Background: an optimization exercise with open tools, aiming at small area and a short achievable clock period. Do not read the settings as production practice.
Function was checked by simulation only, so behaviour that the tests miss may differ from the original.
Power is estimated from default activity; no workload was simulated.

==> flow/design.v (outline; a module is shown in full before it is edited, if it fits) <==
// module running_average: 27 lines
// module ra_add_out: 572 lines
// module ra_add_nxt: 415 lines
// module ra_fa: 4 lines
// module ra_a21boi: 3 lines
// module ra_aoi21: 3 lines
// module ra_inv: 3 lines
// module ra_nand2: 3 lines
// module ra_nor2: 3 lines
// module ra_nor2b: 3 lines
// module ra_oai21: 3 lines
// module ra_xnor2: 3 lines
// module ra_xor2: 3 lines
module running_average #(
  parameter N = 4,
  parameter DATAWIDTH = 32
)(
  input   wire        clk,
  input   wire        reset,
  input   wire [DATAWIDTH -1 : 0] data_i,
  output  wire [DATAWIDTH -1 : 0] average_o
);
  // ...
==> flow/flow/run.sh <==
#!/bin/bash
# Standard layout, logs kept in this folder.
cp standard.sh flow/standard.sh.copy 2>/dev/null
bash standard.sh > standard.log 2>&1
==> flow/flow/standard.sh.copy <==
#!/bin/bash
# The standard flow's own layout of this design, on the ORFS make targets given (by default finish). After
# finish it leaves the final layout's DEF at /design/flow/out/final.def.
set -euo pipefail
make -C /OpenROAD-flow-scripts/flow DESIGN_CONFIG=/design/flow/config.mk WORK_HOME=/design/flow/orfs CLKGATE_MAP_FILE= SYNTH_SCRIPT=/design/flow/synth_recipe.tcl CAP_MARGIN=20 CORE_MARGIN=2 CORE_UTILIZATION=40 SETUP_SLACK_MARGIN=3.0 SLEW_MARGIN=20 SYNTH_HIERARCHICAL=1 "${@:-finish}"
if [[ -f /design/flow/orfs/results/sky130hd/running_average/base/6_final.odb ]]; then
  : # left out here: write the final layout as DEF
fi
==> flow/standard.sh <==
#!/bin/bash
# synth_recipe.tcl (not shown) runs the flow's synth.tcl, then flattens the netlist and writes it again
# the make line also repeats each setting of config.mk as NAME=value (left out here)
make -C /OpenROAD-flow-scripts/flow DESIGN_CONFIG=/design/flow/config.mk WORK_HOME=/design/flow/orfs CLKGATE_MAP_FILE= SYNTH_SCRIPT=/design/flow/synth_recipe.tcl "${@:-finish}"
==> flow/config.mk <==
export PLATFORM = sky130hd
export DESIGN_NAME = running_average
export DESIGN_NICKNAME = running_average
export VERILOG_FILES = /design/flow/design.v
export SDC_FILE = /design/flow/constraint.sdc
export NUM_CORES = 4
export LEC_CHECK = 0
export CAP_MARGIN = 20
export CORE_MARGIN = 2
export CORE_UTILIZATION = 40
export SETUP_SLACK_MARGIN = 3.0
export SLEW_MARGIN = 20
export SYNTH_HIERARCHICAL = 1
==> flow/constraint.sdc <==
create_clock -name core_clock -period 7.0 [get_ports {clk}]
set_input_delay 1.4000 -clock core_clock [delete_from_list [all_inputs] [get_ports {clk}]]
set_output_delay 1.4000 -clock core_clock [all_outputs]
set_load 0.01 [all_outputs]
==> metrics.md, run 1 <==
| Metric | Value |
|---|---|
| Seq area share | `between 20 and 30%` |
| Clk power | `607 uW` |
| Post-Synth Adder-Cell Area | `10.30%` |
| FF-to-FF End | `s3[30]` |
| GP Congestion | `0.7874` |
| Met2 Track Usage GR | `a little under a third` |
| P_sw | `between 1 and 1.5 mW` |
| Final Skew | `about 0.0067 ns` |
| Setup-failing EPs final | `0` |
| Row count | `45` |
| Largest net degree at the start of global routing | `67` |
| Met3 Resource Use GR | `4.283%` |
| Gr usage total | `17.59%` |
| Final Worst Setup Slack | `2.610 ns` |
| Worst slew margin | `43.48%` |
| Fin nets | `814` |
| Reg-to-reg slack, setup | `4.02 ns` |
| Cell area after layout | `between 8000 and 9000 um^2` |
| Antenna cells | `0` |
| Drt wl/cell | `14.45 um` |
| Cell count after synthesis | `635` |
| Netlist cell types | `13` |
| I/O pins | `66` |
| Tap cells | `188` |
| Max Clk Rate | `between 0.2 and 0.25 GHz` |
| FILL cells | `around 1300` |
| Status | `timing/DRC/antenna clean` |
| Commonest cells after routing, fill and taps aside | `dfrtp_1, nor2_1, nand2_1` |
| Crit path top cell by count | `buf_6` |
| Most used routing layer | `met2` |
| Logic pwr share | `56.8%` |
| # clock sinks | `96` |
| Seq. pwr | `slightly below 800 uW` |
| Comb_multi_in | `498` |
==> run 2, diff against run 1 <==
==> flow/flow/run.sh (replaced) <==
#!/bin/bash
set -euo pipefail
here=$(pwd)
DU_DEFAULT=$(cat flow/default_dont_use.txt)
DU_BIG=$(cat flow/big_cells.txt)
bash standard.sh DONT_USE_CELLS="$DU_DEFAULT $DU_BIG" synth > "$here/synth.log" 2>&1
args=()
if [[ -f flow/pnr_args.txt ]]; then
  while IFS= read -r line; do
    [[ -n "$line" && "$line" != \#* ]] && args+=("$line")
  done < flow/pnr_args.txt
fi
bash standard.sh "${args[@]}" finish > "$here/pnr.log" 2>&1
==> flow/flow/big_cells.txt (new file) <==
sky130_fd_sc_hd__a2111o_2 sky130_fd_sc_hd__a2111o_4 sky130_fd_sc_hd__a2111oi_2 sky130_fd_sc_hd__a2111oi_4 sky130_fd_sc_hd__a211o_2 sky130_fd_sc_hd__a211o_4 sky130_fd_sc_hd__a211oi_2 sky130_fd_sc_hd__a211oi_4 sky130_fd_sc_hd__a21bo_2 sky130_fd_sc_hd__a21bo_4 sky130_fd_sc_hd__a21boi_2 sky130_fd_sc_hd__a21boi_4 sky130_fd_sc_hd__a21o_2 sky130_fd_sc_hd__a21o_4 sky130_fd_sc_hd__a21oi_2 sky130_fd_sc_hd__a21oi_4 sky130_fd_sc_hd__a221o_2 sky130_fd_sc_hd__a221o_4 sky130_fd_sc_hd__a221oi_2 sky130_fd_sc_hd__a221oi_4 sky130_fd_sc_hd__a22o_2 sky130_fd_sc_hd__a22o_4 sky130_fd_sc_hd__a22oi_2 sky130_fd_sc_hd__a22oi_4 sky130_fd_sc_hd__a2bb2o_2 sky130_fd_sc_hd__a2bb2o_4 sky130_fd_sc_hd__a2bb2oi_2 sky130_fd_sc_hd__a2bb2oi_4 sky130_fd_sc_hd__a311o_2 sky130_fd_sc_hd__a311o_4 sky130_fd_sc_hd__a311oi_2 sky130_fd_sc_hd__a311oi_4 sky130_fd_sc_hd__a31o_2 sky130_fd_sc_hd__a31o_4 sky130_fd_sc_hd__a31oi_2 sky130_fd_sc_hd__a31oi_4 sky130_fd_sc_hd__a32o_2 sky130_fd_sc_hd__a32o_4 sky130_fd_sc_hd__a32oi_2 sky130_fd_sc_hd__a32oi_4 sky130_fd_sc_hd__a41o_2 sky130_fd_sc_hd__a41o_4 sky130_fd_sc_hd__a41oi_2 sky130_fd_sc_hd__a41oi_4 sky130_fd_sc_hd__and2_2 sky130_fd_sc_hd__and2_4 sky130_fd_sc_hd__and2b_2 sky130_fd_sc_hd__and2b_4 sky130_fd_sc_hd__and3_2 sky130_fd_sc_hd__and3_4 sky130_fd_sc_hd__and3b_2 sky130_fd_sc_hd__and3b_4 sky130_fd_sc_hd__and4_2 sky130_fd_sc_hd__and4_4 sky130_fd_sc_hd__and4b_2 sky130_fd_sc_hd__and4b_4 sky130_fd_sc_hd__and4bb_2 sky130_fd_sc_hd__and4bb_4 sky130_fd_sc_hd__fa_2 sky130_fd_sc_hd__fa_4 sky130_fd_sc_hd__ha_2 sky130_fd_sc_hd__ha_4 sky130_fd_sc_hd__inv_12 sky130_fd_sc_hd__inv_16 sky130_fd_sc_hd__inv_2 sky130_fd_sc_hd__inv_4 sky130_fd_sc_hd__inv_6 sky130_fd_sc_hd__inv_8 sky130_fd_sc_hd__maj3_2 sky130_fd_sc_hd__maj3_4 sky130_fd_sc_hd__mux2_2 sky130_fd_sc_hd__mux2_4 sky130_fd_sc_hd__mux2_8 sky130_fd_sc_hd__mux2i_2 sky130_fd_sc_hd__mux2i_4 sky130_fd_sc_hd__mux4_2 sky130_fd_sc_hd__mux4_4 sky130_fd_sc_hd__nand2_2 sky130_fd_sc_hd__nand2_4 sky130_fd_sc_hd__nand2_8 sky130_fd_sc_hd__nand2b_2 sky130_fd_sc_hd__nand2b_4 sky130_fd_sc_hd__nand3_2 sky130_fd_sc_hd__nand3_4 sky130_fd_sc_hd__nand3b_2 sky130_fd_sc_hd__nand3b_4 sky130_fd_sc_hd__nand4_2 sky130_fd_sc_hd__nand4_4 sky130_fd_sc_hd__nand4b_2 sky130_fd_sc_hd__nand4b_4 sky130_fd_sc_hd__nand4bb_2 sky130_fd_sc_hd__nand4bb_4 sky130_fd_sc_hd__nor2_2 sky130_fd_sc_hd__nor2_4 sky130_fd_sc_hd__nor2_8 sky130_fd_sc_hd__nor2b_2 sky130_fd_sc_hd__nor2b_4 sky130_fd_sc_hd__nor3_2 sky130_fd_sc_hd__nor3_4 sky130_fd_sc_hd__nor3b_2 sky130_fd_sc_hd__nor3b_4 sky130_fd_sc_hd__nor4_2 sky130_fd_sc_hd__nor4_4 sky130_fd_sc_hd__nor4b_2 sky130_fd_sc_hd__nor4b_4 sky130_fd_sc_hd__nor4bb_2 sky130_fd_sc_hd__nor4bb_4 sky130_fd_sc_hd__o2111a_2 sky130_fd_sc_hd__o2111a_4 sky130_fd_sc_hd__o2111ai_2 sky130_fd_sc_hd__o2111ai_4 sky130_fd_sc_hd__o211a_2 sky130_fd_sc_hd__o211a_4 sky130_fd_sc_hd__o211ai_2 sky130_fd_sc_hd__o211ai_4 sky130_fd_sc_hd__o21a_2 sky130_fd_sc_hd__o21a_4 sky130_fd_sc_hd__o21ai_2 sky130_fd_sc_hd__o21ai_4 sky130_fd_sc_hd__o21ba_2 sky130_fd_sc_hd__o21ba_4 sky130_fd_sc_hd__o21bai_2 sky130_fd_sc_hd__o21bai_4 sky130_fd_sc_hd__o221a_2 sky130_fd_sc_hd__o221a_4 sky130_fd_sc_hd__o221ai_2 sky130_fd_sc_hd__o221ai_4 sky130_fd_sc_hd__o22a_2 sky130_fd_sc_hd__o22a_4 sky130_fd_sc_hd__o22ai_2 sky130_fd_sc_hd__o22ai_4 sky130_fd_sc_hd__o2bb2a_2 sky130_fd_sc_hd__o2bb2a_4 sky130_fd_sc_hd__o2bb2ai_2 sky130_fd_sc_hd__o2bb2ai_4 sky130_fd_sc_hd__o311a_2 sky130_fd_sc_hd__o311a_4 sky130_fd_sc_hd__o311ai_2 sky130_fd_sc_hd__o311ai_4 sky130_fd_sc_hd__o31a_2 sky130_fd_sc_hd__o31a_4 sky130_fd_sc_hd__o31ai_2 sky130_fd_sc_hd__o31ai_4 sky130_fd_sc_hd__o32a_2 sky130_fd_sc_hd__o32a_4 sky130_fd_sc_hd__o32ai_2 sky130_fd_sc_hd__o32ai_4 sky130_fd_sc_hd__o41a_2 sky130_fd_sc_hd__o41a_4 sky130_fd_sc_hd__o41ai_2 sky130_fd_sc_hd__o41ai_4 sky130_fd_sc_hd__or2_2 sky130_fd_sc_hd__or2_4 sky130_fd_sc_hd__or2b_2 sky130_fd_sc_hd__or2b_4 sky130_fd_sc_hd__or3_2 sky130_fd_sc_hd__or3_4 sky130_fd_sc_hd__or3b_2 sky130_fd_sc_hd__or3b_4 sky130_fd_sc_hd__or4_2 sky130_fd_sc_hd__or4_4 sky130_fd_sc_hd__or4b_2 sky130_fd_sc_hd__or4b_4 sky130_fd_sc_hd__or4bb_2 sky130_fd_sc_hd__or4bb_4 sky130_fd_sc_hd__xnor2_2 sky130_fd_sc_hd__xnor2_4 sky130_fd_sc_hd__xnor3_2 sky130_fd_sc_hd__xnor3_4 sky130_fd_sc_hd__xor2_2 sky130_fd_sc_hd__xor2_4 sky130_fd_sc_hd__xor3_2 sky130_fd_sc_hd__xor3_4
==> flow/flow/default_dont_use.txt (new file) <==
sky130_fd_sc_hd__probe_p_8 sky130_fd_sc_hd__probec_p_8 sky130_fd_sc_hd__lpflow_bleeder_1 sky130_fd_sc_hd__lpflow_clkbufkapwr_1 sky130_fd_sc_hd__lpflow_clkbufkapwr_16 sky130_fd_sc_hd__lpflow_clkbufkapwr_2 sky130_fd_sc_hd__lpflow_clkbufkapwr_4 sky130_fd_sc_hd__lpflow_clkbufkapwr_8 sky130_fd_sc_hd__lpflow_clkinvkapwr_1 sky130_fd_sc_hd__lpflow_clkinvkapwr_16 sky130_fd_sc_hd__lpflow_clkinvkapwr_2 sky130_fd_sc_hd__lpflow_clkinvkapwr_4 sky130_fd_sc_hd__lpflow_clkinvkapwr_8 sky130_fd_sc_hd__lpflow_decapkapwr_12 sky130_fd_sc_hd__lpflow_decapkapwr_3 sky130_fd_sc_hd__lpflow_decapkapwr_4 sky130_fd_sc_hd__lpflow_decapkapwr_6 sky130_fd_sc_hd__lpflow_decapkapwr_8 sky130_fd_sc_hd__lpflow_inputiso0n_1 sky130_fd_sc_hd__lpflow_inputiso0p_1 sky130_fd_sc_hd__lpflow_inputiso1n_1 sky130_fd_sc_hd__lpflow_inputiso1p_1 sky130_fd_sc_hd__lpflow_inputisolatch_1 sky130_fd_sc_hd__lpflow_isobufsrc_1 sky130_fd_sc_hd__lpflow_isobufsrc_16 sky130_fd_sc_hd__lpflow_isobufsrc_2 sky130_fd_sc_hd__lpflow_isobufsrc_4 sky130_fd_sc_hd__lpflow_isobufsrc_8 sky130_fd_sc_hd__lpflow_isobufsrckapwr_16 sky130_fd_sc_hd__lpflow_lsbuf_lh_hl_isowell_tap_1 sky130_fd_sc_hd__lpflow_lsbuf_lh_hl_isowell_tap_2 sky130_fd_sc_hd__lpflow_lsbuf_lh_hl_isowell_tap_4 sky130_fd_sc_hd__lpflow_lsbuf_lh_isowell_4 sky130_fd_sc_hd__lpflow_lsbuf_lh_isowell_tap_1 sky130_fd_sc_hd__lpflow_lsbuf_lh_isowell_tap_2 sky130_fd_sc_hd__lpflow_lsbuf_lh_isowell_tap_4 
==> flow/flow/pnr_args.txt (new file) <==
--- a/flow/config.mk
+++ b/flow/config.mk
@@ -10,3 +10,3 @@
 export CORE_UTILIZATION = 40
-export SETUP_SLACK_MARGIN = 3.0
+export SETUP_SLACK_MARGIN = 2.5
 export SLEW_MARGIN = 20
removed: flow/flow/standard.sh.copy
==> run 2 against run 1 <==
  * Global-route usage about the same
  * Worst setup slack lost 0.066 ns
  * Die area shrank 8.1%
  * Maximum frequency decreased by 1.5%
  * Via count shrank 2.6%
  * Clock power shrank 17%
  * Clock skew barely moved
  * Sequential share of layout area rose by 5.0 points
  * Synthesized cell count is the same
  * Largest cell class unchanged
==> metrics.md, run 2 <==
| Metric | Value |
|---|---|
| Slew Limit Fails | `0 (unchanged)` |
| Post-Layout Cell Count | `913 (was 941)` |
| Yosys warns | `7 (unchanged)` |
| Synth top cells by count | `nor2_1, dfrtp_1, nand2_1, o21ai_1, xnor2_1 (unchanged)` |
| Cell count after synthesis | `635 (unchanged)` |
| Syn_area_per_cell | `8.977 um^2 (was 9.793 um^2)` |
| Fin nets | `794 (was 814)` |
| Vias/cell | `4.921 (was 4.900)` |
| Largest area contributor in the netlist | `dfrtp_1 (unchanged)` |
| Antenna cells | `0 (unchanged)` |
| Row count | `43 (was 45)` |
| Die area | `15220 um^2 (was 16560 um^2)` |
| Commonest cells after routing, fill and taps aside | `nor2_1, dfrtp_1, nand2_1 (was dfrtp_1, nor2_1, nand2_1)` |
| Vias in the first global route | `4525 (was 4773)` |
| Max Clk Rate | `0.2244 GHz (was 0.2278 GHz)` |
| Worst setup SP type | `input port (unchanged)` |
| Setup crit start | `data_i[24] (was data_i[7])` |
| Final Skew | `0.006462 ns (was 0.006713 ns)` |
| Via count | `4493 (was 4611)` |
| Die height | `123.4 um (was 128.7 um)` |
| Core Area | `13880 um^2 (was 15200 um^2)` |
| Gr usage total | `17.58% (was 17.59%)` |
| Min Tclk post-route | `4.456 ns (was 4.390 ns)` |
| # clock sinks | `96 (unchanged)` |
| Worst-Margin Slew | `0.6028 ns (was 0.8478 ns)` |
| H-Tree Depth | `3 (unchanged)` |
| PortBufs | `63 (unchanged)` |
| Hold Path Depth | `0 (unchanged)` |
| Drt initial violations | `221 (was 150)` |
| Grt ovf | `0 (unchanged)` |
| Post-Route WL | `12530 um (was 13600 um)` |
| Netlist cell types | `13 (unchanged)` |
| CP Capture Type | `output pin (unchanged)` |
| Hold Startpoint | `s1[26] (was s1[10])` |
| Lkg Pwr | `3.045 nW (was 3.657 nW)` |
| Setup TNS | `0 ns (unchanged)` |
| Clock tree buffer depth | `2 (unchanged)` |
| Cell area after layout | `7078 um^2 (was 8295 um^2)` |
| Drt first pass iters | `5 (was 4)` |
| Share of post-route cells with drive strength above 1 | `19.37% (was 39.44%)` |
| Max-Cap Viols | `0 (unchanged)` |
| Main synth FF type | `dfrtp_1 (unchanged)` |
| Asr flop ratio synth | `100.0% (unchanged)` |
| DRC | `0 (unchanged)` |
| FF-to-FF path depth | `12 (unchanged)` |
| Post-DRT Antenna Nets | `0 (unchanged)` |
| Clock latency on the worst-skew pair | `0.34 ns (was 0.35 ns)` |
| Most common cell after layout, fill and taps aside | `nor2_1 (was dfrtp_1)` |
| RSZ-0062 raised after global routing | `yes (unchanged)` |
| Largest net degree at the start of global routing | `40 (was 67)` |
| Period utilization | `63.66% (was 62.72%)` |
| Worst slew margin | `59.54% (was 43.48%)` |
| Antenna violations before repair | `0 (unchanged)` |
| VDD IR max | `0.1858 mV (was 0.1904 mV)` |
| Critical path arrival | `3.06 ns (was 2.99 ns)` |
| I/O pins | `66 (unchanged)` |
| First-pass GRT wire length | `20570 um (was 22840 um)` |
| DIE WIDTH | `123.4 um (was 128.7 um)` |
| Netlist Area Pre-Place | `5700 um^2 (was 6218 um^2)` |
| Top Registers | `s1 x32, s2 x32, s3 x32 (unchanged)` |
| Yosys reg bits | `96 (unchanged)` |
| Clk slew on worst S/H paths | `0.07 ns (was 0.06 ns)` |
| Critical-path maximum fanout | `5 (was 8)` |
| Worst r2r src | `s1[2] (unchanged)` |
| Num CTS Buffers | `9 (unchanged)` |
| Placed Area | `6580 um^2 (was 7178 um^2)` |
| Final Hold Fails | `0 (unchanged)` |
| CP Data Required Time | `5.60 ns (about the same)` |
| Path type of the worst min-delay path | `flip-flop to flip-flop (unchanged)` |
| Placed Instances | `881 (was 886)` |
| Power density cells | `372.7 nW/um^2 (was 385.0 nW/um^2)` |
| DP Wirelength | `8812 um (was 8873 um)` |
| Setup-failing EPs final | `0 (unchanged)` |
| Register area share after synthesis | `42.14% (was 38.63%)` |
| Top post-synthesis cells by area | `dfrtp_1, fa_1, xnor2_1, nor2_1, o21ai_1 (was dfrtp_1, fa_1, nor2b_4, xnor2_1, nor2_1)` |
| Number of flops mapped to enable cells by yosys | `0 (unchanged)` |
| Clk root buf | `clkbuf_16 (unchanged)` |
| Drt wl/cell | `13.73 um (was 14.45 um)` |
| Status | `timing/DRC/antenna clean (unchanged)` |
| CP Class | `input port to output pin (unchanged)` |
| GP Congestion | `0.8060 (was 0.7874)` |
| Area Overhead vs Synth | `24.17% (was 33.40%)` |
| Yosys top cell area share | `42.14% (was 38.63%)` |
| CTS tree | `done (unchanged)` |
| Initial core utilization | `41.07% (was 40.91%)` |
| Dominant cell by count in the synthesized netlist | `nor2_1 (unchanged)` |
==> run 2: changes by cell type after synthesis <==
cell,change
a21oi_1,+44
nor2b_1,+44
nor2b_4,-44
a21boi_2,-6
a21boi_1,+6
a21oi_2,-44
==> run 2: layer usage <==
metal / global-route usage (%) / part of all wire [%] / up-vias
met3: 3.044 / 4.3 / 12
met4: 6.179 / 1.3 / 0
met1: 22.49 / 45 / 2177
met2: 30.01 / 49 / 99
li1: - / - / 2205
met5: 0 / 0 / -
==> run 2: worst paths after layout <==
kind / endpoint / slack (ns)
max in group asynchronous: s1[27] / 4.48
hold reg to reg: s2[26] / 0.41
hold / removal: s2[26] / 0.41
min in group asynchronous: s3[16] / 1.67
setup / recovery: average_o[28] / 2.54
setup reg to reg: s3[28] / 3.70
==> run 2: cell type report <==
cell class,count,area [um^2]
clock buffer,13,260.3
clock inverter,3,40.04
fill,1291,6803
inverter,39,147.6
multi-input combinational,498,3387
sequential,96,2402
tap,180,225.2
timing repair buffer,84,615.6
==> run 2: critical path, cell delays in order <==
cell and delay, ns:
dlygate4sd2_1 0.32, nand2_2 0.12, o21ai_2 0.10, a21oi_2 0.23, inv_1 0.09, a21oi_1 0.15, a21boi_1 0.17, o21ai_1 0.09
xor2_1 0.16, clkdlybuf4s15_2 0.24
==> run 2: cell families after synthesis <==
group	count (synthesis)	share of synthesized area, %
compound gates	126	11.33
xor+xnor	92	14.14
fa+ha+maj	32	11.24
buf+inv	42	2.963
flops	96	42.14
other cells	1	0.06578
simple gates	246	18.13
==> run 2: where the power goes <==
part	switching [mW]	total [mW]	internal, mW
combinational	0.743	1.38	0.632
clock	0.208	0.504	0.296
sequential	0.106	0.759	0.653
==> run 2: timing repair <==
item	CTS	global route
gates cloned	1	0
pin swaps	19	24
hold buffers	0	0
setup buffers	12	3
setup endpoints to repair	34	28
hold endpoints to repair	0	0
resized for setup	187	88
==> run 2: metrics by stage <==
| step | power (mW) | hold slack, ns | utilization [%] | setup slack, ns |
|---|---|---|---|---|
| after global placement | 2.046 | 0.3882 | 47.40 | 1.396 |
| after detailed placement | 2.068 | 0.3941 | 47.40 | 1.335 |
| after CTS | 2.596 | 0.4077 | 50.55 | 2.501 |
| final | 2.638 | 0.4051 | 50.99 | 2.544 |
| after global routing | 2.844 | 0.4128 | 50.99 | 2.459 |
| after floorplan | 1.552 | 0.3856 | - | 2.570 |
==> run 2: per-module statistics from Yosys (local to each module, per instance), a selection <==
| module | flops+latches | cells | times used |
|---|---|---|---|
| ra_fa | 0 | 1 | 32 |
| ra_nor2b | 0 | 1 | 44 |
| ra_add_nxt | 0 | 1 | 1 |
| ra_nand2 | 0 | 1 | 78 |
| ra_nor2 | 0 | 1 | 124 |
| ra_a21boi | 0 | 1 | 6 |
| ra_xnor2 | 0 | 1 | 58 |
| ra_xor2 | 0 | 1 | 34 |
| ra_oai21 | 0 | 1 | 76 |
| ra_aoi21 | 0 | 1 | 44 |
| running_average | 96 | 100 | 1 |
| ra_inv | 0 | 1 | 38 |
==> run 3, diff against run 2 <==
--- a/flow/config.mk
+++ b/flow/config.mk
@@ -10,4 +10,5 @@
 export CORE_UTILIZATION = 40
-export SETUP_SLACK_MARGIN = 2.5
+export SETUP_SLACK_MARGIN = 3.0
 export SLEW_MARGIN = 20
 export SYNTH_HIERARCHICAL = 1
+export TNS_END_PERCENT = 10
==> run 3 against run 2 <==
  * Still clean
  * Total power up 8.5%
  * Area after synthesis is the same
  * Synthesized cell count did not move
  * Utilization increased by 2.8 points
  * Non-clock buffer count is 13 higher
  * Sequential power is 1% higher
  * Register-to-register slack worse by 0.06 ns
  * Critical path type unchanged
==> metrics.md, run 3 <==
| Metric | Value |
|---|---|
| Clk network pwr share | `18.8% (was 19.1%)` |
| Setup TNS | `0 ns (unchanged)` |
| Final Hold Fails | `0 (unchanged)` |
| Logic pwr share | `54.4% (was 52.1%)` |
| Hold Path Depth | `0 (unchanged)` |
| Netlist Area Pre-Place | `5700 um^2 (unchanged)` |
| P_int | `1.716 mW (was 1.582 mW)` |
| Worst setup SP type | `input port (unchanged)` |
| Gr usage total | `18.31% (was 17.58%)` |
| GP Congestion | `0.8011 (was 0.8060)` |
| Final Worst Setup Slack | `2.591 ns (was 2.544 ns)` |
| Yosys warns | `7 (unchanged)` |
| Vias/cell | `4.902 (was 4.921)` |
| I/O pins | `66 (unchanged)` |
| Share of post-route cells with drive strength above 1 | `25.07% (was 19.37%)` |
| Fin nets | `807 (was 794)` |
| Most common cell after layout, fill and taps aside | `dfrtp_1 (was nor2_1)` |
| Area Overhead vs Synth | `30.95% (was 24.17%)` |
| Row count | `43 (unchanged)` |
| DIE WIDTH | `123.4 um (unchanged)` |
| Switching part of the total | `40.03% (was 40.05%)` |
| Sequential share of power | `26.9% (was 28.8%)` |
| Core Area | `13880 um^2 (unchanged)` |
| Syn_area_per_cell | `8.977 um^2 (unchanged)` |
| Worst slew margin | `46.46% (was 59.54%)` |
| FILL cells | `1253 (was 1291)` |
| Yosys top cell area share | `42.14% (unchanged)` |
| CP Class | `input port to output pin (unchanged)` |
| Grt ovf | `0 (unchanged)` |
| Drt wl/cell | `13.97 um (was 13.73 um)` |
| Final Skew | `0.005237 ns (was 0.006462 ns)` |
| Post-DRT Antenna Nets | `0 (unchanged)` |
| Worst slack, placed | `1.533 ns (was 1.335 ns)` |
| Commonest cells after routing, fill and taps aside | `dfrtp_1, nor2_1, nand2_1 (was nor2_1, dfrtp_1, nand2_1)` |
| Main synth FF type | `dfrtp_1 (unchanged)` |
| P_sw | `1.146 mW (was 1.056 mW)` |
| Register area share after synthesis | `42.14% (unchanged)` |
| RSZ-0062 raised after global routing | `yes (unchanged)` |
| Antenna violations before repair | `0 (unchanged)` |
| First-pass GRT wire length | `21380 um (was 20570 um)` |
| VDD IR max | `0.1600 mV (was 0.1858 mV)` |
| Worst-Margin Slew | `0.8031 ns (was 0.6028 ns)` |
| DP Wirelength | `8609 um (was 8812 um)` |
| Clk root buf | `clkbuf_16 (unchanged)` |
| # clock sinks | `96 (unchanged)` |
| Clock latency on the worst-skew pair | `0.35 ns (was 0.34 ns)` |
| Setup-failing EPs final | `0 (unchanged)` |
| Cell count after synthesis | `635 (unchanged)` |
| Dominant cell by count in the synthesized netlist | `nor2_1 (unchanged)` |
| Status | `timing/DRC/antenna clean (unchanged)` |
| Via count | `4539 (was 4493)` |
| Synth top cells by count | `nor2_1, dfrtp_1, nand2_1, o21ai_1, xnor2_1 (unchanged)` |
| Largest net degree at the start of global routing | `53 (was 40)` |
| Drt initial violations | `220 (was 221)` |
| Num CTS Buffers | `9 (unchanged)` |
| Reg-to-reg slack, setup | `3.64 ns (was 3.70 ns)` |
| Largest area contributor in the netlist | `dfrtp_1 (unchanged)` |
| Path type of the worst min-delay path | `flip-flop to flip-flop (unchanged)` |
| Netlist cell types | `13 (unchanged)` |
| CP Data Required Time | `5.60 ns (about the same)` |
| Critical-path maximum fanout | `8 (was 5)` |
| Area of the multi-input gates | `3602 um^2 (was 3387 um^2)` |
| H-Tree Depth | `3 (unchanged)` |
| Antenna cells | `0 (unchanged)` |
| Clock tree buffer depth | `2 (unchanged)` |
| Slew Limit Fails | `0 (unchanged)` |
| Top Registers | `s1 x32, s2 x32, s3 x32 (unchanged)` |
| Clk slew on worst S/H paths | `0.06 ns (was 0.07 ns)` |
| Vias in the first global route | `4614 (was 4525)` |
| PortBufs | `63 (unchanged)` |
| Number of flops mapped to enable cells by yosys | `0 (unchanged)` |
| Top post-synthesis cells by area | `dfrtp_1, fa_1, xnor2_1, nor2_1, o21ai_1 (unchanged)` |
| Die area | `15220 um^2 (unchanged)` |
| Lkg Pwr | `3.184 nW (was 3.045 nW)` |
| Max Clk Rate | `0.2268 GHz (was 0.2244 GHz)` |
| Min Tclk post-route | `4.409 ns (was 4.456 ns)` |
| Initial core utilization | `41.07% (unchanged)` |
| Max-Cap Viols | `0 (unchanged)` |
| Period utilization | `62.98% (was 63.66%)` |
| FF-to-FF path depth | `12 (unchanged)` |
| Critical path arrival | `3.01 ns (was 3.06 ns)` |
| DRC | `0 (unchanged)` |
| Yosys reg bits | `96 (unchanged)` |
| Die height | `123.4 um (unchanged)` |
| CP Capture Type | `output pin (unchanged)` |
| Power density cells | `383.4 nW/um^2 (was 372.7 nW/um^2)` |
| FF/Latch Area | `2402 um^2 (unchanged)` |
| Drt first pass iters | `4 (was 5)` |
| Asr flop ratio synth | `100.0% (unchanged)` |
| Post-Route WL | `12930 um (was 12530 um)` |
| CTS tree | `done (unchanged)` |
==> run 3: cell types whose count changed in the layout (fill, tap and decap cells not counted), moves of 3 or more <==
| cell | change |
|---|---|
| buf_4 | +14 |
| o21ai_1 | -12 |
| nor2_1 | -9 |
| nor2_4 | +8 |
| clkbuf_2 | -6 |
| nand2_1 | -6 |
| o21ai_2 | +6 |
| o21ai_4 | +6 |
| buf_2 | +4 |
| nand2_2 | +4 |
| a21oi_2 | -3 |
| a21oi_4 | +3 |
==> run 3: per-layer routing <==
layer / global-route usage [%] / part of all wire, % / vias up / wire (um)
met5: 0 / 0 / - / 0
met1: 22.57 / 44 / 2207 / 5658
li1: - / - / 2237 / -
met2: 31.87 / 51 / 79 / 6617
met4: 6.392 / 1.6 / 0 / 209
met3: 3.690 / 3.4 / 16 / 446
==> run 3: power groups by stage <==
| stage | Combinational [mW] | Sequential, mW | Clock, mW |
|---|---|---|---|
| detailed placement | 1.35 | 0.751 | 0 |
| global route | 1.72 | 0.782 | 0.570 |
| global placement | 1.33 | 0.748 | 0 |
| floorplan | 0.865 | 0.733 | 0 |
| finish | 1.56 | 0.769 | 0.537 |
| CTS | 1.49 | 0.764 | 0.553 |
==> run 3: final timing paths <==
check | endpoint | from
min | s2[25] | s1[25]
max | average_o[29] | data_i[1]
max reg2reg | s3[28] | s1[3]
max in group asynchronous | s3[8] | reset
min in group asynchronous | s3[21] | reset
min reg2reg | s2[25] | s1[25]
==> run 3: area by class of cell <==
| cell class | count | share of cell area (%) |
|---|---|---|
| clock buffers | 11 | 3.252 |
| clock inverters | 5 | 1.073 |
| inverters | 39 | 1.978 |
| multi-input cells | 498 | 48.26 |
| flip-flops and latches | 96 | 32.18 |
| well taps | 180 | 3.017 |
| repair buffers | 97 | 10.24 |
==> run 3: through the flow <==
stage          area (um^2)  power, mW  util, %  hold slack [ns]  instances
4_1_cts               7363      2.807    53.05           0.4089        921
5_1_grt               7465      3.067    53.78           0.4151        926
2_1_floorplan         5806      1.599        -           0.3856        636
6_report              7465      2.862    53.78           0.4092        926
3_5_place_dp          6655      2.096    47.94           0.3953        878
3_3_place_gp          6655      2.075    47.94           0.3906        878
==> run 3: timing repair <==
| action | CTS | global route |
|---|---|---|
| pin swaps | 39 | 19 |
| gates cloned | 1 | 0 |
| buffers inserted | 26 | 5 |
| resized for setup | 274 | 43 |
| hold buffers | 0 | 0 |
| endpoints found under the setup margin | 46 | 41 |
==> run 3: critical path: stages <==
cell and delay (ns):
buf_8 0.11, nor2_4 0.11, o21ai_4 0.08, a21oi_4 0.21, o21ai_4 0.09, buf_6 0.13, a21oi_4 0.20, buf_12 0.14
buf_16 0.14, o21ai_2 0.06, xor2_1 0.18, buf_2 0.16
==> run 3: modules after synthesis, one instance, submodules excluded, a selection <==
module           cells inside  times used  cell area, um^2
running_average           100           1             2425
ra_xor2                     1          34            8.758
ra_oai21                    1          76            5.005
ra_xnor2                    1          58            8.758
ra_nor2b                    1          44            6.256
ra_fa                       1          32            20.02
ra_nand2                    1          78            3.754
ra_nor2                     1         124            3.754
ra_add_nxt                  1           1            7.507
ra_aoi21                    1          44            5.005
ra_a21boi                   1           6            7.507
==> run 3: cell families (layout without fill, tap and decap cells) <==
kind of cell / after synthesis / in the layout / synth area share (%)
buffers and inverters: 42 / 152 / 2.963
XOR/XNOR: 92 / 92 / 14.14
other: 1 / 2 / 0.06578
AO/OA/AOI/OAI: 126 / 126 / 11.33
adder cells (fa/ha/maj): 32 / 32 / 11.24
flip-flops: 96 / 96 / 42.14
AND/OR/NAND/NOR: 246 / 246 / 18.13
==> run 4, diff against run 3 <==
--- a/flow/config.mk
+++ b/flow/config.mk
@@ -10,5 +10,4 @@
 export CORE_UTILIZATION = 40
-export SETUP_SLACK_MARGIN = 3.0
+export SETUP_SLACK_MARGIN = 2.0
 export SLEW_MARGIN = 20
 export SYNTH_HIERARCHICAL = 1
-export TNS_END_PERCENT = 10
==> run 4 against run 3 <==
  * Via count fell by 3.9%
  * Register-to-register slack lost 0.13 ns
  * Largest power group unchanged
  * Highest routed layer is now met5
  * Clock power rose by 3.9%
  * Synthesized cell count did not move
  * Wire length shrank 8.2%
==> metrics.md, run 4 <==
| Metric | Value |
|---|---|
| Reg-to-reg slack, setup | `3.51 ns (was 3.64 ns)` |
| Clock latency on the worst-skew pair | `0.35 ns (about the same)` |
| DIE WIDTH | `123.4 um (unchanged)` |
| DRC | `0 (unchanged)` |
| Yosys top cell area share | `42.14% (unchanged)` |
| Main synth FF type | `dfrtp_1 (unchanged)` |
| Status | `timing/DRC/antenna clean (unchanged)` |
| H-Tree Depth | `3 (unchanged)` |
| First-pass GRT wire length | `19770 um (was 21380 um)` |
| Initial core utilization | `41.07% (unchanged)` |
| Drt first pass iters | `4 (unchanged)` |
| Top post-synthesis cells by area | `dfrtp_1, fa_1, xnor2_1, nor2_1, o21ai_1 (unchanged)` |
| Path type of the worst min-delay path | `flip-flop to flip-flop (unchanged)` |
| Core Area | `13880 um^2 (unchanged)` |
| VDD IR max | `0.2202 mV (was 0.1600 mV)` |
| Critical-path maximum fanout | `5 (was 8)` |
| CP Capture Type | `output pin (unchanged)` |
| Gr usage total | `16.87% (was 18.31%)` |
| Lkg Pwr | `3.039 nW (was 3.184 nW)` |
| Largest net degree at the start of global routing | `64 (was 53)` |
| Slew Limit Fails | `0 (unchanged)` |
| Placed Instances | `879 (was 878)` |
| Hold buffer count at CTS | `0 (unchanged)` |
| Number of flops mapped to enable cells by yosys | `0 (unchanged)` |
| FF-to-FF path depth | `12 (unchanged)` |
| Top Registers | `s1 x32, s2 x32, s3 x32 (unchanged)` |
| Final Hold Fails | `0 (unchanged)` |
| RSZ-0062 raised after global routing | `yes (unchanged)` |
| Power density cells | `375.7 nW/um^2 (was 383.4 nW/um^2)` |
| CP Data Required Time | `5.60 ns (about the same)` |
| Max-Cap Viols | `0 (unchanged)` |
| Synth top cells by count | `nor2_1, dfrtp_1, nand2_1, o21ai_1, xnor2_1 (unchanged)` |
| Setup-failing EPs final | `0 (unchanged)` |
| Yosys reg bits | `96 (unchanged)` |
| Post-Route WL | `11870 um (was 12930 um)` |
| Clk slew on worst S/H paths | `0.06 ns (about the same)` |
| Via count | `4363 (was 4539)` |
| Post-Layout Cell Count | `904 (was 926)` |
| Setup TNS | `0 ns (unchanged)` |
| Asr flop ratio synth | `100.0% (unchanged)` |
| # clock sinks | `96 (unchanged)` |
| Most common cell after layout, fill and taps aside | `nor2_1 (was dfrtp_1)` |
| Critical path arrival | `3.55 ns (was 3.01 ns)` |
| Worst slew margin | `48.72% (was 46.46%)` |
| Clk root buf | `clkbuf_16 (unchanged)` |
| Vias/cell | `4.826 (was 4.902)` |
| CP Class | `input port to output pin (unchanged)` |
| Period utilization | `70.74% (was 62.98%)` |
| Drt wl/cell | `13.13 um (was 13.97 um)` |
| Hold WS | `0.4060 ns (was 0.4092 ns)` |
| Fin nets | `784 (was 807)` |
| Post-DRT Antenna Nets | `0 (unchanged)` |
| Worst-Margin Slew | `0.7692 ns (was 0.8031 ns)` |
| Min Tclk post-route | `4.952 ns (was 4.409 ns)` |
| Grt ovf | `0 (unchanged)` |
| Row count | `43 (unchanged)` |
| Syn_area_per_cell | `8.977 um^2 (unchanged)` |
| I/O pins | `66 (unchanged)` |
| Hold Path Depth | `0 (unchanged)` |
| Cell count after synthesis | `635 (unchanged)` |
| Num CTS Buffers | `9 (unchanged)` |
| Die area | `15220 um^2 (unchanged)` |
| Netlist cell types | `13 (unchanged)` |
| Worst setup SP type | `input port (unchanged)` |
| Netlist Area Pre-Place | `5700 um^2 (unchanged)` |
| Drt initial violations | `210 (was 220)` |
| Largest area contributor in the netlist | `dfrtp_1 (unchanged)` |
| PortBufs | `63 (unchanged)` |
| Commonest cells after routing, fill and taps aside | `nor2_1, dfrtp_1, nand2_1 (was dfrtp_1, nor2_1, nand2_1)` |
| Area Overhead vs Synth | `24.08% (was 30.95%)` |
| GP Congestion | `0.8123 (was 0.8011)` |
| Yosys warns | `7 (unchanged)` |
| Max Clk Rate | `0.2019 GHz (was 0.2268 GHz)` |
| Final Skew | `0.005228 ns (was 0.005237 ns)` |
| Share of post-route cells with drive strength above 1 | `8.575% (was 25.07%)` |
| Register area share after synthesis | `42.14% (unchanged)` |
| Antenna violations before repair | `1 (was 0)` |
| CTS tree | `done (unchanged)` |
| Vias in the first global route | `4201 (was 4614)` |
| Clock tree buffer depth | `2 (unchanged)` |
| Dominant cell by count in the synthesized netlist | `nor2_1 (unchanged)` |
| Die height | `123.4 um (unchanged)` |
| DP Wirelength | `8353 um (was 8609 um)` |
[run 4: metal layers]
| layer | global-route usage, % | vias up | share of wire (%) |
|---|---|---|---|
| li1 | - | 2184 | - |
| met1 | 22.23 | 2063 | 45 |
| met2 | 27.92 | 103 | 48 |
| met3 | 4.613 | 11 | 5.6 |
| met4 | 3.693 | 2 | 1.0 |
| met5 | 0 | - | 0.11 |
[run 4: logic make-up (layout without fill, tap and decap cells)]
| family | after synthesis | count (layout) | share of synthesized area, % |
|---|---|---|---|
| AND/OR/NAND/NOR | 246 | 246 | 18.13 |
| AO/OA/AOI/OAI | 126 | 126 | 11.33 |
| flip-flops | 96 | 96 | 42.14 |
| XOR/XNOR | 92 | 92 | 14.14 |
| buffers and inverters | 42 | 129 | 2.963 |
| adder cells (fa/ha/maj) | 32 | 32 | 11.24 |
| other | 1 | 3 | 0.06578 |
[run 4: cell type report]
class	count	area, um^2
inverters	39	147.6
flip-flops and latches	96	2402
clock buffers	10	229.0
fillers	1269	6808
well taps	180	225.2
multi-input cells	498	3288
clock inverters	6	107.6
diodes	1	2.502
repair buffers	74	670.6
[run 4: worst paths after layout]
check | startpoint | to
worst max-delay path | data_i[19] | average_o[20]
worst min-delay path | s1[14] | s2[14]
worst max register to register | s1[1] | s3[28]
worst min register to register | s1[14] | s2[14]
max in group asynchronous | reset | s2[2]
min in group asynchronous | reset | s3[28]
[run 4: through the flow]
step | worst slack, ns | power, mW | utilization (%) | instance area [um^2]
3_3_place_gp | 1.151 | 2.028 | 47.27 | 6561
3_5_place_dp | 1.045 | 2.046 | 47.27 | 6561
6_report | 2.048 | 2.658 | 50.96 | 7073
5_1_grt | 1.928 | 2.860 | 50.94 | 7071
2_1_floorplan | 2.330 | 1.550 | - | 5704
4_1_cts | 1.880 | 2.662 | 50.63 | 7028
[run 4: what timing repair did]
item                                    in CTS  in global routing
setup buffers                                5                  2
pin swaps                                    6                  1
cloned                                       1                  0
endpoints found under the setup margin      24                 17
gates resized for setup                     68                 20
hold endpoints to repair                     0                  0
[run 4: Yosys stat by module, one instance, submodules excluded, excerpt]
module           cells  flip-flops and latches  cell area, um^2  times used
ra_add_nxt           1                       0            7.507           1
running_average    100                      96             2425           1
ra_fa                1                       0            20.02          32
ra_nand2             1                       0            3.754          78
ra_nor2              1                       0            3.754         124
ra_aoi21             1                       0            5.005          44
ra_inv               1                       0            3.754          38
ra_xnor2             1                       0            8.758          58
ra_nor2b             1                       0            6.256          44
ra_a21boi            1                       0            7.507           6
ra_xor2              1                       0            8.758          34
ra_oai21             1                       0            5.005          76
[run 4: critical path, stage by stage]
cell             delay, ns
clkdlybuf4s50_1       0.52
nor2_1                0.20
o21ai_1               0.11
a21oi_4               0.25
inv_1                 0.07
a21oi_1               0.12
a21boi_1              0.20
xnor2_1               0.13
clkdlybuf4s50_1       0.55
[run 4: power breakdown]
part	internal (mW)	leakage (nW)	total, mW	switching [mW]
combinational	0.641	1.76	1.36	0.716
clock	0.348	0.162	0.558	0.210
sequential	0.653	1.12	0.743	0.0892
total	1.64	3.04	2.66	1.02
==> run 5, diff against run 4 <==
==> flow/flow/pnr_args.txt (replaced) <==
BUFFER_PORTS_ARGS=-buffer_cell sky130_fd_sc_hd__buf_2
--- a/flow/config.mk
+++ b/flow/config.mk
@@ -10,3 +10,4 @@
 export CORE_UTILIZATION = 40
-export SETUP_SLACK_MARGIN = 2.0
+export CTS_BUF_LIST = sky130_fd_sc_hd__clkbuf_4 sky130_fd_sc_hd__clkbuf_8
+export SETUP_SLACK_MARGIN = 2.5
 export SLEW_MARGIN = 20
==> run 5 against run 4 <==
  * Still clean on timing, DRC and antenna
  * Register-to-register slack improved by 0.10 ns
  * Flip-flop and latch count did not move
  * Sequential power barely moved
  * Area after synthesis did not move
  * Final cell count fell by 0.11%
  * Critical endpoint is now average_o[10]
==> metrics.md, run 5 <==
| Metric | Value |
|---|---|
| Worst setup SP type | `input port (unchanged)` |
| Worst-Margin Slew | `0.7561 ns (was 0.7692 ns)` |
| Area Overhead vs Synth | `16.83% (was 24.08%)` |
| Worst slack, placed | `1.554 ns (was 1.045 ns)` |
| Clk root buf | `clkbuf_8 (was clkbuf_16)` |
| Dominant cell by count in the synthesized netlist | `nor2_1 (unchanged)` |
| Core Area | `13880 um^2 (unchanged)` |
| Number of flops mapped to enable cells by yosys | `0 (unchanged)` |
| GP Congestion | `0.7835 (was 0.8123)` |
| Share of post-route cells with drive strength above 1 | `15.49% (was 8.575%)` |
| Critical path arrival | `3.00 ns (was 3.55 ns)` |
| FILL cells | `1326 (was 1269)` |
| CTS tree | `done (unchanged)` |
| PortBufs | `63 (unchanged)` |
| Fin nets | `784 (unchanged)` |
| Largest net degree at the start of global routing | `61 (was 64)` |
| Num CTS Buffers | `9 (unchanged)` |
| Max Clk Rate | `0.2273 GHz (was 0.2019 GHz)` |
| # clock sinks | `96 (unchanged)` |
| RSZ-0062 raised after global routing | `yes (unchanged)` |
| DIE WIDTH | `123.4 um (unchanged)` |
| Yosys reg bits | `96 (unchanged)` |
| Yosys top cell area share | `42.14% (unchanged)` |
| Status | `timing/DRC/antenna clean (unchanged)` |
| Max-Cap Viols | `0 (unchanged)` |
| Setup-failing EPs final | `0 (unchanged)` |
| CP Capture Type | `output pin (unchanged)` |
| Synth top cells by count | `nor2_1, dfrtp_1, nand2_1, o21ai_1, xnor2_1 (unchanged)` |
| Drt first pass iters | `4 (unchanged)` |
| Die area | `15220 um^2 (unchanged)` |
| Initial core utilization | `41.07% (unchanged)` |
| Netlist cell types | `13 (unchanged)` |
| Final Worst Setup Slack | `2.600 ns (was 2.048 ns)` |
| Clock tree buffer depth | `2 (unchanged)` |
| CP Data Required Time | `5.60 ns (about the same)` |
| I/O pins | `66 (unchanged)` |
| Final Skew | `0.004441 ns (was 0.005228 ns)` |
| Antenna cells | `0 (was 1)` |
| Clock latency on the worst-skew pair | `0.37 ns (was 0.35 ns)` |
| Slew Limit Fails | `0 (unchanged)` |
| Critical-path maximum fanout | `5 (unchanged)` |
| DRC | `0 (unchanged)` |
| Register area share after synthesis | `42.14% (unchanged)` |
| First-pass GRT wire length | `19600 um (was 19770 um)` |
| Drt wl/cell | `13.19 um (was 13.13 um)` |
| Die height | `123.4 um (unchanged)` |
| Syn_area_per_cell | `8.977 um^2 (unchanged)` |
| Asr flop ratio synth | `100.0% (unchanged)` |
| Power density cells | `361.5 nW/um^2 (was 375.7 nW/um^2)` |
| Yosys warns | `7 (unchanged)` |
| Largest area contributor in the netlist | `dfrtp_1 (unchanged)` |
| Post-Layout Cell Count | `903 (was 904)` |
| Placed Area | `6235 um^2 (was 6561 um^2)` |
| Commonest cells after routing, fill and taps aside | `nor2_1, dfrtp_1, nand2_1 (unchanged)` |
| Clk slew on worst S/H paths | `0.09 ns (was 0.06 ns)` |
| VDD IR max | `0.1966 mV (was 0.2202 mV)` |
| Row count | `43 (unchanged)` |
| Antenna violations before repair | `0 (was 1)` |
| Top Registers | `s1 x32, s2 x32, s3 x32 (unchanged)` |
| Min Tclk post-route | `4.400 ns (was 4.952 ns)` |
| Post-Route WL | `11920 um (was 11870 um)` |
| Vias in the first global route | `4200 (was 4201)` |
| CP Class | `input port to output pin (unchanged)` |
| Placed Instances | `877 (was 879)` |
| Vias/cell | `4.842 (was 4.826)` |
| Final Hold Fails | `0 (unchanged)` |
| Via count | `4372 (was 4363)` |
| H-Tree Depth | `3 (unchanged)` |
| Netlist Area Pre-Place | `5700 um^2 (unchanged)` |
| Main synth FF type | `dfrtp_1 (unchanged)` |
| Most common cell after layout, fill and taps aside | `nor2_1 (unchanged)` |
| Worst slew margin | `49.59% (was 48.72%)` |
| Cell area after layout | `6660 um^2 (was 7073 um^2)` |
| Lkg Pwr | `2.914 nW (was 3.039 nW)` |
| Period utilization | `62.85% (was 70.74%)` |
| Path type of the worst min-delay path | `flip-flop to flip-flop (unchanged)` |
| Grt ovf | `0 (unchanged)` |
| Setup TNS | `0 ns (unchanged)` |
| Cell count after synthesis | `635 (unchanged)` |
| Gr usage total | `16.73% (was 16.87%)` |
| DP Wirelength | `8714 um (was 8353 um)` |
| Drt initial violations | `255 (was 210)` |
| Top post-synthesis cells by area | `dfrtp_1, fa_1, xnor2_1, nor2_1, o21ai_1 (unchanged)` |
| Post-DRT Antenna Nets | `0 (unchanged)` |
[run 5: cell counts after synthesis]
No cell type changed its count.
[run 5: final cells by class]
cell class | count | area, um^2 | share of cell area [%]
Inverter | 39 | 147.6 | 2.217
Clock inverter | 6 | 92.59 | 1.390
Clock buffer | 10 | 137.6 | 2.067
Sequential cell | 96 | 2402 | 36.07
Tap cell | 180 | 225.2 | 3.382
Timing Repair Buffer | 74 | 410.4 | 6.162
Multi-Input combinational cell | 498 | 3244 | 48.71
[run 5: cell families (layout without fill, tap and decap cells)]
kind of cell | count (synthesis) | count (layout) | share of synthesized area (%)
xor+xnor | 92 | 92 | 14.14
buf+inv | 42 | 129 | 2.963
compound gates | 126 | 126 | 11.33
flops | 96 | 96 | 42.14
other cells | 1 | 2 | 0.06578
fa+ha+maj | 32 | 32 | 11.24
simple gates | 246 | 246 | 18.13
[run 5: where the power goes]
part           switching [mW]  internal [mW]
Combinational           0.700          0.550
Clock                   0.203          0.212
Sequential             0.0905          0.652
Total                   0.993           1.41
[run 5: modules after synthesis, one instance, submodules excluded, a selection]
module / copies in the design / cell area, um^2 / flip-flops and latches
ra_xnor2: 58 / 8.758 / 0
ra_a21boi: 6 / 7.507 / 0
ra_aoi21: 44 / 5.005 / 0
ra_oai21: 76 / 5.005 / 0
ra_inv: 38 / 3.754 / 0
ra_nand2: 78 / 3.754 / 0
[run 5: what timing repair did]
| item | 4_1_cts | 5_1_grt |
|---|---|---|
| pin swaps | 2 | 3 |
| buffers inserted | 3 | 7 |
| gates cloned | 0 | 0 |
| hold buffers | 0 | 0 |
| gates resized for setup | 9 | 17 |
| endpoints found under the setup margin | 23 | 19 |
[run 5: final timing paths]
kind                                 from             to  slack [ns]  cells after the start
min in group asynchronous           reset         s3[23]        1.46                      2
worst min-delay path               s1[16]         s2[16]        0.41                      0
worst max-delay path            data_i[6]  average_o[10]        2.60                     10
worst max register to register      s1[3]         s3[28]        3.61                     12
max in group asynchronous           reset          s3[6]        4.37                      3
worst min register to register     s1[16]         s2[16]        0.41                      0
[run 5: per-stage QoR]
step / util, % / total power, mW / hold WS (ns)
floorplan: - / 1.552 / 0.3856
finish: 47.98 / 2.408 / 0.4102
CTS: 47.14 / 2.373 / 0.4148
global placement: 44.92 / 1.867 / 0.3890
global route: 47.98 / 2.611 / 0.4290
detailed placement: 44.92 / 1.890 / 0.3955
[run 5: critical path: stages]
cell	delay, ns
buf_2	0.17
nor2_2	0.07
nor2_1	0.18
nand2_1	0.13
o21ai_4	0.24
buf_4	0.17
inv_1	0.05
o21ai_1	0.18
xor2_1	0.24
buf_2	0.18
[run 5: layer usage]
layer / GRT usage, % / routed length, um / part of all wire, %
met4: 5.043 / 55 / 0.46
met3: 4.013 / 497 / 4.2
met5: 0 / 0 / 0
met2: 28.02 / 5950 / 50
met1: 21.49 / 5411 / 45
==> run 6, diff against run 5 <==
--- a/flow/config.mk
+++ b/flow/config.mk
@@ -11,3 +11,3 @@
 export CTS_BUF_LIST = sky130_fd_sc_hd__clkbuf_4 sky130_fd_sc_hd__clkbuf_8
-export SETUP_SLACK_MARGIN = 2.5
+export SETUP_SLACK_MARGIN = 2.7
 export SLEW_MARGIN = 20
==> run 6 against run 5 <==
  * Still clean on timing, DRC and antenna
  * Die area stayed put
  * Clock power rose by 1%
  * Hold slack worse by 0.0028 ns
  * Critical path depth increased by 1
  * Via count grew 3.2%
  * Synthesized cell count stayed put
  * Register-to-register slack improved by 0.12 ns
  * Area after synthesis unchanged
  * Sequential power up 2%
  * Critical path type unchanged
  * Critical endpoint is now average_o[17]
  * Largest cell class unchanged
  * Largest power group unchanged
==> metrics.md, run 6 <==
| Metric | Value |
|---|---|
| Worst slew margin | `45.49% (was 49.59%)` |
| Status | `timing/DRC/antenna clean (unchanged)` |
| Initial core utilization | `41.07% (unchanged)` |
| Fin nets | `792 (was 784)` |
| Register area share after synthesis | `42.14% (unchanged)` |
| VDD IR max | `0.1650 mV (was 0.1966 mV)` |
| Vias in the first global route | `4444 (was 4200)` |
| Worst Path Buf+Inv | `4 (unchanged)` |
| Antenna violations before repair | `0 (unchanged)` |
| Final Skew | `0.01044 ns (was 0.004441 ns)` |
| Share of post-route cells with drive strength above 1 | `26.68% (was 15.49%)` |
| Synth top cells by count | `nor2_1, dfrtp_1, nand2_1, o21ai_1, xnor2_1 (unchanged)` |
| H-Tree Depth | `3 (unchanged)` |
| Top Registers | `s1 x32, s2 x32, s3 x32 (unchanged)` |
| Power density cells | `365.0 nW/um^2 (was 361.5 nW/um^2)` |
| Cell area after layout | `7211 um^2 (was 6660 um^2)` |
| Clk slew on worst S/H paths | `0.09 ns (about the same)` |
| Highest Signal Layer | `met4 (unchanged)` |
| Via count | `4511 (was 4372)` |
| Slowest cell on the critical path | `a21oi_4 (was o21ai_4)` |
| Main synth FF type | `dfrtp_1 (unchanged)` |
| CTS tree | `done (unchanged)` |
| Yosys reg bits | `96 (unchanged)` |
| DRC | `0 (unchanged)` |
| Min Tclk post-route | `4.280 ns (was 4.400 ns)` |
| Area Overhead vs Synth | `26.49% (was 16.83%)` |
| Hold Startpoint | `s1[11] (was s1[16])` |
| Largest net degree at the start of global routing | `67 (was 61)` |
| Vias/cell | `4.952 (was 4.842)` |
| Drt first pass iters | `4 (unchanged)` |
| Yosys warns | `7 (unchanged)` |
| DR WL met2 | `6328 um (was 5950 um)` |
| Placed Area | `6246 um^2 (was 6235 um^2)` |
| Commonest cells after routing, fill and taps aside | `dfrtp_1, nor2_1, nand2_1 (was nor2_1, dfrtp_1, nand2_1)` |
| Dominant cell by count in the synthesized netlist | `nor2_1 (unchanged)` |
| Syn_area_per_cell | `8.977 um^2 (unchanged)` |
| Netlist cell types | `13 (unchanged)` |
| RSZ-0062 raised after global routing | `yes (unchanged)` |
| Hold Path Depth | `0 (unchanged)` |
| Cell count after synthesis | `635 (unchanged)` |
| Critical path arrival | `2.88 ns (was 3.00 ns)` |
| CP Data Required Time | `5.60 ns (about the same)` |
| Drt initial violations | `256 (was 255)` |
| PortBufs | `63 (unchanged)` |
| Most common cell after layout, fill and taps aside | `dfrtp_1 (was nor2_1)` |
| Crit-path cells | `buf_2 > nor2_4 > nor2_4 > a21oi_4 > o21ai_4 > a21oi_4 > buf_6 > inv_1 > a21oi_2 > xnor2_1 > buf_2 (was buf_2 > nor2_2 > nor2_1 > nand2_1 > o21ai_4 > buf_4 > inv_1 > o21ai_1 > xor2_1 > buf_2)` |
| I/O pins | `66 (unchanged)` |
| Core Area | `13880 um^2 (unchanged)` |
| Crit-path leading delay family | `compound AO/OA/AOI/OAI gates (was buffers and inverters)` |
| Clk root buf | `clkbuf_8 (unchanged)` |
| # clock sinks | `96 (unchanged)` |
| Post-Route WL | `12490 um (was 11920 um)` |
| Lkg Pwr | `3.056 nW (was 2.914 nW)` |
| CP Class | `input port to output pin (unchanged)` |
| Sequential share of power | `28.9% (was 30.9%)` |
| DIE WIDTH | `123.4 um (unchanged)` |
| Setup TNS | `0 ns (unchanged)` |
| Met3 WL | `547 um (was 497 um)` |
| Logic pwr share | `55.1% (was 51.9%)` |
| Max-Cap Viols | `0 (unchanged)` |
| Final Hold Fails | `0 (unchanged)` |
| Antenna cells | `0 (unchanged)` |
| GP Congestion | `0.8268 (was 0.7835)` |
| First-pass GRT wire length | `20180 um (was 19600 um)` |
| Largest area contributor in the netlist | `dfrtp_1 (unchanged)` |
| Grt ovf | `0 (unchanged)` |
| Clock latency on the worst-skew pair | `0.38 ns (was 0.37 ns)` |
| Period utilization | `61.14% (was 62.85%)` |
| Final Worst Setup Slack | `2.720 ns (was 2.600 ns)` |
| P_sw | `1.107 mW (was 993.1 uW)` |
| P_int | `1.524 mW (was 1.415 mW)` |
| Worst r2r src | `s1[2] (was s1[3])` |
| Top post-synthesis cells by area | `dfrtp_1, fa_1, xnor2_1, nor2_1, o21ai_1 (unchanged)` |
| Hold Path End | `s2[11] (was s2[16])` |
| Post-DRT Antenna Nets | `0 (unchanged)` |
| Drt wl/cell | `13.71 um (was 13.19 um)` |
| Clock tree buffer depth | `2 (unchanged)` |
| Critical-path maximum fanout | `8 (was 5)` |
| Netlist Area Pre-Place | `5700 um^2 (unchanged)` |
| Worst-Margin Slew | `0.8176 ns (was 0.7561 ns)` |
| FF-to-FF path depth | `12 (unchanged)` |
| Die height | `123.4 um (unchanged)` |
| FF-to-FF End | `s3[28] (unchanged)` |
| Hold buffer count at CTS | `0 (unchanged)` |
| Worst setup SP type | `input port (unchanged)` |
| DP Wirelength | `8527 um (was 8714 um)` |
| Yosys top cell area share | `42.14% (unchanged)` |
| CP Capture Type | `output pin (unchanged)` |
| Switching part of the total | `42.08% (was 41.24%)` |
| Path type of the worst min-delay path | `flip-flop to flip-flop (unchanged)` |
| Number of flops mapped to enable cells by yosys | `0 (unchanged)` |
| Row count | `43 (unchanged)` |
| M1 WL | `5488 um (was 5411 um)` |
| Slew Limit Fails | `0 (unchanged)` |
| Reg-to-reg slack, setup | `3.73 ns (was 3.61 ns)` |
| Num CTS Buffers | `9 (unchanged)` |
| Crit-path max cell delay | `0.21 ns (was 0.24 ns)` |
| Gr usage total | `17.10% (was 16.73%)` |
| Max Clk Rate | `0.2337 GHz (was 0.2273 GHz)` |
| Asr flop ratio synth | `100.0% (unchanged)` |
| Clk network pwr share | `15.9% (was 17.2%)` |
| Worst slack, placed | `2.024 ns (was 1.554 ns)` |
| Setup-failing EPs final | `0 (unchanged)` |
| Die area | `15220 um^2 (unchanged)` |
## run 6: per-module statistics from Yosys (local to each module, per instance), a selection
| module | cells | area, um^2 |
|---|---|---|
| ra_a21boi | 1 | 7.507 |
| ra_add_nxt | 1 | 7.507 |
| ra_aoi21 | 1 | 5.005 |
| ra_inv | 1 | 3.754 |
| ra_nand2 | 1 | 3.754 |
| ra_nor2 | 1 | 3.754 |
| ra_nor2b | 1 | 6.256 |
| ra_oai21 | 1 | 5.005 |
| ra_xnor2 | 1 | 8.758 |
| ra_xor2 | 1 | 8.758 |
| running_average | 100 | 2425 |
## run 6: how the worst max path moves through the flow
stage / start / endpoint / slack [ns] / cells past startpoint
floorplan: data_i[1] / average_o[22] / 2.77 / 8
finish: data_i[11] / average_o[17] / 2.72 / 11
detailed placement: data_i[1] / average_o[23] / 2.02 / 10
global placement: data_i[1] / average_o[15] / 2.07 / 9
global route: data_i[8] / average_o[23] / 2.64 / 11
CTS: data_i[5] / average_o[17] / 2.70 / 11
## run 6: final cells by class
type                            count  area [um^2]
Multi-Input combinational cell    498         3631
Inverter                           39        147.6
Clock buffer                       12        158.9
Timing Repair Buffer               82        569.3
Sequential cell                    96         2402
Tap cell                          180        225.2
Clock inverter                      4        76.32
Fill cell                        1278         6670
## run 6: per-stage QoR
| step | power (mW) | hold WS, ns | instances | util (%) |
|---|---|---|---|---|
| after floorplan | 1.559 | 0.3856 | 636 | - |
| after global placement | 1.864 | 0.3904 | 877 | 45.00 |
| after detailed placement | 1.891 | 0.3942 | 877 | 45.00 |
| after CTS | 2.442 | 0.4142 | 902 | 48.13 |
| after global routing | 2.836 | 0.4164 | 911 | 51.95 |
| final | 2.632 | 0.4073 | 911 | 51.95 |
## run 6: layer usage
| layer | global-route usage [%] | vias to the layer above |
|---|---|---|
| met5 | 0 | - |
| met2 | 29.09 | 74 |
| li1 | - | 2203 |
| met1 | 21.42 | 2225 |
| met4 | 5.469 | 0 |
| met3 | 4.151 | 9 |
## run 6: cells by family (layout without fill, tap and decap cells)
logic type / after synthesis / count (layout) / synth area share (%)
AOI/OAI and AO/OA: 126 / 126 / 11.33
xor gates and xnor gates: 92 / 92 / 14.14
adders and majority gates: 32 / 32 / 11.24
buffers and inverters: 42 / 137 / 2.963
DFF: 96 / 96 / 42.14
other: 1 / 2 / 0.06578
and+or+nand+nor: 246 / 246 / 18.13
## run 6: power by group through the flow
stage	clock network, mW	logic, mW	registers (mW)
floorplan	0	0.828	0.731
global placement	0	1.12	0.743
detailed placement	0	1.15	0.745
CTS	0.436	1.27	0.736
global route	0.460	1.60	0.777
finish	0.419	1.45	0.761
## run 6: repair_timing
action	in CTS	in global routing
setup endpoints to repair	24	23
buffers inserted	9	9
pin swaps	8	42
gates resized for setup	31	138
==> run 7, diff against run 6 <==
--- a/flow/config.mk
+++ b/flow/config.mk
@@ -11,3 +11,3 @@
 export CTS_BUF_LIST = sky130_fd_sc_hd__clkbuf_4 sky130_fd_sc_hd__clkbuf_8
-export SETUP_SLACK_MARGIN = 2.7
+export SETUP_SLACK_MARGIN = 2.9
 export SLEW_MARGIN = 20
==> run 7 against run 6 <==
  * Still clean
  * Hold slack gained 0.0030 ns
  * Flip-flop and latch count is the same
  * Utilization grew 1.5 points
  * Non-clock buffer count grew 5
  * Clock power shrank 4%
  * Wire length shrank 0.33%
  * Critical path depth is the same
  * Clock skew shrank 0.0014 ns
  * Critical endpoint is now average_o[20]
==> metrics.md, run 7 <==
| Metric | Value |
|---|---|
| Clk root buf | `clkbuf_8 (unchanged)` |
| Worst Path Buf+Inv | `4 (unchanged)` |
| CP Capture Type | `output pin (unchanged)` |
| Worst slew margin | `48.23% (was 45.49%)` |
| CP Class | `input port to output pin (unchanged)` |
| Setup-failing EPs final | `0 (unchanged)` |
| VDD IR max | `0.1908 mV (was 0.1650 mV)` |
| Met2 Track Usage GR | `29.16% (was 29.09%)` |
| Cell count after synthesis | `635 (unchanged)` |
| Min Tclk post-route | `4.329 ns (was 4.280 ns)` |
| Worst slack, placed | `2.311 ns (was 2.024 ns)` |
| Setup TNS | `0 ns (unchanged)` |
| Initial core utilization | `41.07% (unchanged)` |
| First-pass GRT wire length | `20020 um (was 20180 um)` |
| Path type of the worst min-delay path | `flip-flop to flip-flop (unchanged)` |
| Yosys reg bits | `96 (unchanged)` |
| GP Congestion | `0.8001 (was 0.8268)` |
| Worst setup SP type | `input port (unchanged)` |
| Dominant cell by count in the synthesized netlist | `nor2_1 (unchanged)` |
| Clock latency on the worst-skew pair | `0.38 ns (about the same)` |
| Slowest cell on the critical path | `a21oi_4 (unchanged)` |
| Drt first pass iters | `6 (was 4)` |
| Status | `timing/DRC/antenna clean (unchanged)` |
| Crit-path cells | `buf_4 > nor2_4 > o21ai_2 > a21oi_2 > o21ai_4 > a21oi_4 > buf_12 > inv_1 > a21boi_2 > xnor2_1 > buf_2 (was buf_2 > nor2_4 > nor2_4 > a21oi_4 > o21ai_4 > a21oi_4 > buf_6 > inv_1 > a21oi_2 > xnor2_1 > buf_2)` |
| Via count | `4472 (was 4511)` |
| Final Worst Setup Slack | `2.671 ns (was 2.720 ns)` |
| Asr flop ratio synth | `100.0% (unchanged)` |
| I/O pins | `66 (unchanged)` |
| Number of flops mapped to enable cells by yosys | `0 (unchanged)` |
| Yosys top cell area share | `42.14% (unchanged)` |
| Most used routing layer | `met2 (unchanged)` |
| # clock sinks | `96 (unchanged)` |
| Worst-Margin Slew | `0.7766 ns (was 0.8176 ns)` |
| Antenna violations before repair | `0 (unchanged)` |
| Top post-synthesis cells by area | `dfrtp_1, fa_1, xnor2_1, nor2_1, o21ai_1 (unchanged)` |
| Num CTS Buffers | `9 (unchanged)` |
| Clock tree buffer depth | `2 (unchanged)` |
| Grt ovf | `0 (unchanged)` |
| Critical path arrival | `2.93 ns (was 2.88 ns)` |
| Power density cells | `369.4 nW/um^2 (was 365.0 nW/um^2)` |
| Antenna cells | `0 (unchanged)` |
| Main synth FF type | `dfrtp_1 (unchanged)` |
| Gr usage total | `17.19% (was 17.10%)` |
| Synth top cells by count | `nor2_1, dfrtp_1, nand2_1, o21ai_1, xnor2_1 (unchanged)` |
| Fin nets | `797 (was 792)` |
| Final Hold Fails | `0 (unchanged)` |
| Hold buffer count at CTS | `0 (unchanged)` |
| Max Clk Rate | `0.2310 GHz (was 0.2337 GHz)` |
| GRT met1 Usage | `21.22% (was 21.42%)` |
==> run 7: cell count changes in the layout (fill, tap and decap cells not counted), moves of 4 or more <==
cell,change
nor2_1,+7
nand2_2,-5
o21ai_1,-5
buf_12,+4
nor2_2,-6
buf_4,+4
clkbuf_4,-5
o21ai_2,+4
==> run 7: cells by family (layout without fill, tap and decap cells) <==
family / count (synthesis) / count (layout) / synth area share, %
adder cells (fa/ha/maj): 32 / 32 / 11.24
flip-flops: 96 / 96 / 42.14
XOR/XNOR: 92 / 92 / 14.14
AND/OR/NAND/NOR: 246 / 246 / 18.13
AO/OA/AOI/OAI: 126 / 126 / 11.33
buffers and inverters: 42 / 142 / 2.963
other: 1 / 2 / 0.06578
==> run 7: final cells by class <==
| cell class | count | area, um^2 |
|---|---|---|
| fillers | 1186 | 6464 |
| inverters | 39 | 155.1 |
| clock inverters | 6 | 82.58 |
| clock buffers | 10 | 137.6 |
| multi-input cells | 498 | 3714 |
| repair buffers | 87 | 700.7 |
| well taps | 180 | 225.2 |
| flip-flops and latches | 96 | 2402 |
==> run 7: metal layers <==
layer  part of all wire, %  vias to the layer above  wire, um
met5                     0                        -         0
met2                    51                       83      6319
met4                   2.0                        0       245
met1                    43                     2162      5312
met3                   4.6                       20       574
li1                      -                     2207         -
==> run 7: stage by stage <==
stage	utilization [%]	std cells	hold slack (ns)
3_3_place_gp	45.29	877	0.3894
4_1_cts	50.75	909	0.4158
5_1_grt	53.43	916	0.4264
3_5_place_dp	45.29	877	0.3953
2_1_floorplan	-	636	0.3856
6_report	53.43	916	0.4104
==> run 7: Yosys stat by module, one instance, submodules excluded, excerpt <==
module,area (um^2),times used,flops+latches
ra_xor2,8.758,34,0
ra_add_nxt,7.507,1,0
ra_nor2b,6.256,44,0
ra_nor2,3.754,124,0
ra_fa,20.02,32,0
ra_a21boi,7.507,6,0
==> run 7: final timing paths <==
check	start	end	slack, ns	cells after the start
setup / recovery	data_i[15]	average_o[20]	2.67	11
hold / removal	s1[30]	s2[30]	0.41	0
setup reg to reg	s1[1]	s3[31]	3.94	11
hold reg to reg	s1[30]	s2[30]	0.41	0
max in group asynchronous	reset	s1[25]	4.43	3
min in group asynchronous	reset	s1[3]	1.40	2
==> run 7: where the power goes <==
part | total, mW | switching (mW) | internal (mW)
registers | 0.758 | 0.106 | 0.652
logic | 1.58 | 0.859 | 0.720
clock network | 0.403 | 0.194 | 0.209
==> run 7: worst register-to-register path, cell delays in order, from the launching register on <==
cell	delay, ns
dfrtp_1	0.41
fa_1	0.50
nand2_1	0.13
o21ai_1	0.13
a21oi_1	0.36
o21ai_2	0.23
a21oi_4	0.27
inv_1	0.06
a21oi_1	0.31
o21ai_1	0.22
a21oi_1	0.23
xnor2_1	0.14
==> run 7: what timing repair did <==
| action | 4_1_cts | 5_1_grt |
|---|---|---|
| endpoints found under the setup margin | 26 | 28 |
| setup buffers | 15 | 7 |
| pin swaps | 37 | 39 |
| gates cloned | 1 | 0 |
| gates resized for setup | 106 | 80 |

Setup slack of run 7, layout unchanged: 2.671 ns with ideal ports, 2.627 ns with driving cells assumed (clock clkbuf_16, inputs buf_2), 2.627 ns with port delays also shifted by the 0.411 ns mid clock arrival.
